This is an optimization exercise on Yosys and OpenROAD, whose aim is small area, a short achievable clock period and few clock cycles per item, not a production implementation.
At most, simulation tests tie the RTL to the original design; equivalence was not proved.
Power is estimated from default activity; no workload was simulated.

==> flow/design.v (excerpt) <==
module JAM (
input CLK,
input RST,
output reg [2:0] W,
output reg [2:0] J,
input [6:0] Cost,
output [3:0] MatchCount,
output reg [9:0] MinCost,
output reg Valid );
==> flow/config.mk <==
export PLATFORM = sky130hd
export DESIGN_NAME = JAM
export DESIGN_NICKNAME = JAM
export VERILOG_FILES = /design/flow/design.v
export SDC_FILE = /design/flow/constraint.sdc
export NUM_CORES = 4
export LEC_CHECK = 0
export ABC_AREA = 1
export CAP_MARGIN = 20
export CORE_MARGIN = 2
export CORE_UTILIZATION = 70
export SETUP_SLACK_MARGIN = 2.0
export SLEW_MARGIN = 20
==> flow/constraint.sdc <==
create_clock -name core_clock -period 5.0 [get_ports {CLK}]
set_input_delay 1.0000 -clock core_clock [delete_from_list [all_inputs] [get_ports {CLK}]]
set_output_delay 1.0000 -clock core_clock [all_outputs]
set_load 0.01 [all_outputs]
run.sh (not shown) runs the stock make flow with config.mk's settings and CLKGATE_MAP_FILE= SYNTH_SCRIPT=/design/flow/synth_recipe.tcl, a recipe that flattens the netlist after the stock synthesis.
Testbench counts at the start, summed over its fixed seeds: cycles 5,819, items 24.
Rerun with:
ABC_AREA = unset   (was 1)
CORE_UTILIZATION = 80   (was 70)
SETUP_SLACK_MARGIN = 2.2   (was 2.0)
This time the run failed in global routing with GRT-0232.
Synthesized cell count drops by 13%.
Synthesized area stays flat.
Rerun with:
CORE_UTILIZATION = 60   (was 80)
SETUP_SLACK_MARGIN = 2.0   (was 2.2)
The new run went through all stages and came out clean.
Synthesized cell count does not change.
Synthesized area is unchanged.

Setup of build 79:
Another version of the RTL of JAM (not shown whole).
Size in the first run: ~2700 cells after synthesis, ~510 flip-flops.
## JAM
module JAM (
input CLK,
input RST,
output reg [2:0] W,
output reg [2:0] J,
input [6:0] Cost,
output [3:0] MatchCount,
output reg [9:0] MinCost,
output reg Valid );
Settings: LEC_CHECK=0, CAP_MARGIN=20, CORE_MARGIN=2, CORE_UTILIZATION=70, CTS_BUF_LIST=sky130_fd_sc_hd__clkbuf_4, SETUP_SLACK_MARGIN=2.2, SLEW_MARGIN=20; clock period 5.0 ns.
Input-level comparison between build 51 and build 79:
- clearing CTS_BUF_LIST, which used to be sky130_fd_sc_hd__clkbuf_4
==> comparison <==
Delay contributed by the slowest stage of the critical path: build 51 < build 79. Max post-layout minimum cycle time across build 79 and build 51: build 79. Reported for build 79 and build 51, number of sinks handled by clock tree synthesis turned out identical to the last digit. Higher fmax goes to build 51 over build 79. Period utilization delta for build 51 relative to build 79: 8.7 points lower. Build 51 vs. build 79: total power up 4.1%; number of cells in the finished layout apart from fillers shows a reduction of about 4.6%; number of cells on the worst reg-to-reg path higher; reported net switching power now sits lower. Build 51 vs. build 79: setup slack went up by 440 ps. For clock-buffer cell count, dividing the value from build 51 by the value from build 79 gives 0.34.
Relative to build 51, the following input files were edited for build 69:
- setting TNS_END_PERCENT to 10 for the first time
## What came out
- From build 51 to build 69 the numbers moved as follows: fmax now sits higher, critical path depth now sits lower.
- Build 51 ended up with q0[2] as its beginning of the critical path; build 69 ended up with cr[1].
- Compared with build 51, first-pass GRT wire length in build 69 decreased by a few percent.
- Measured against build 69, the count of cells resized by post-cts repair of build 51 comes out at 2.1 times the reference value.
- Row routed metal-1 wire length: build 69 lower / build 51 higher
Function was not checked in any run of this note: the RTL went through the layout flow alone.

JAM with an RTL version that a note above also has.
Size in the first run: roughly 2,700 cells after synthesis, roughly 30 I/O pins, ~28,000 µm² of cells after synthesis.
export LEC_CHECK = 0
export CAP_MARGIN = 10
export CORE_MARGIN = 2
export CORE_UTILIZATION = 70
export SETUP_SLACK_MARGIN = 2.2
export SLEW_MARGIN = 10
create_clock -name core_clock -period 5.0 [get_ports {CLK}]
Testbench counts at the start, summed over its fixed seeds: cycles 5,819, items 24.
Then changed:
- CAP_MARGIN: 10 -> 20
- SETUP_SLACK_MARGIN: 2.2 -> 2.25
- SLEW_MARGIN: 10 -> 20
Power went up by 0.86%; worst hold slack gains 0.0043 ns; cell count climbs by 1.5%; via count rose by 3.1%; routed wire length grows by 7.9%; core utilization came out higher by 1.4 points; synthesized cell count is unchanged; clock-buffer cell count is higher by 3.
Then changed:
- CTS_BUF_LIST: not set -> sky130_fd_sc_hd__clkbuf_8
- SETUP_SLACK_MARGIN: 2.25 -> 2.0
Outcome: Fmax shrinks by 1.5%. Worst setup slack degrades by 0.046 ns. Design area shrinks by 4.5%. Power shrinks by 5.3%. Synthesized cell count stays the same. Combinational power shrinks by 18%. Die area does not change. First-iteration DRC count shrinks by 13%.
Then changed:
- CTS_BUF_LIST: sky130_fd_sc_hd__clkbuf_8 -> not set
- SETUP_SLACK_MARGIN: 2.0 -> 2.1
Final cell count came out lower by about 1.2%.
Utilization came out higher by 1.1 points.
Wire length stays flat.
Via count stays flat.
Worst setup slack is better by 0.23 ns.
Then changed:
- SETUP_SLACK_MARGIN: 2.1 -> 2.4
Outcome: Via count goes up by a little under a tenth; setup slack loses 0.33 ns; routed wire length came out higher by about a fifth; register-to-register slack degrades by 0.33 ns; design area climbs by a little under a tenth; total power rose slightly.

==> static timing again, ports no longer ideal <==
In the flow no input, the clock included, has a driving cell. The finished layouts below were timed again as built, in two steps. Step 1 assumes that a clkbuf_16 drives the clock port and a buf_2 every other input. Step 2 moves the port delays by t, midway between the first and last clock arrival at a register: inputs arrive t later, outputs are due t later. That takes back most of the time a late clock gives input paths. Slacks: ideal ports / drivers / drivers and shift; pairs: ideal ports / drivers.
run	shift t [ns]	slack for setup (ns)	hold WS [ns]	cell pins on the clock port's net
the first run of note 1	0.658	1.930 / 1.930 / 1.486	0.327 / 0.327 / 0.327	1
the third run of note 1	0.663	1.978 / 1.978 / 1.513	0.344 / 0.344 / 0.344	1
build 79	0.916	1.557 / 1.557 / 1.477	0.340 / 0.340 / 0.340	1
build 51	0.659	1.993 / 1.993 / 1.675	0.348 / 0.348 / 0.348	1
build 69	0.669	2.016 / 2.016 / 1.524	0.340 / 0.340 / 0.340	1
the first run of note 3	0.657	2.134 / 2.134 / 1.638	0.325 / 0.325 / 0.325	1
the second run of note 3	0.669	1.906 / 1.906 / 1.591	0.330 / 0.330 / 0.330	1
the third run of note 3	0.714	1.860 / 1.860 / 1.414	0.350 / 0.350 / 0.350	1
the fourth run of note 3	0.670	2.085 / 2.085 / 1.547	0.351 / 0.351 / 0.351	1
the fifth run of note 3	0.680	1.759 / 1.759 / 1.682	0.345 / 0.345 / 0.345	1
After both steps setup and hold are still met in every run listed. The setup slack of the fourth run of note 3, which loses most, moves by 0.000 ns with the drivers and by -0.538 ns with both steps.
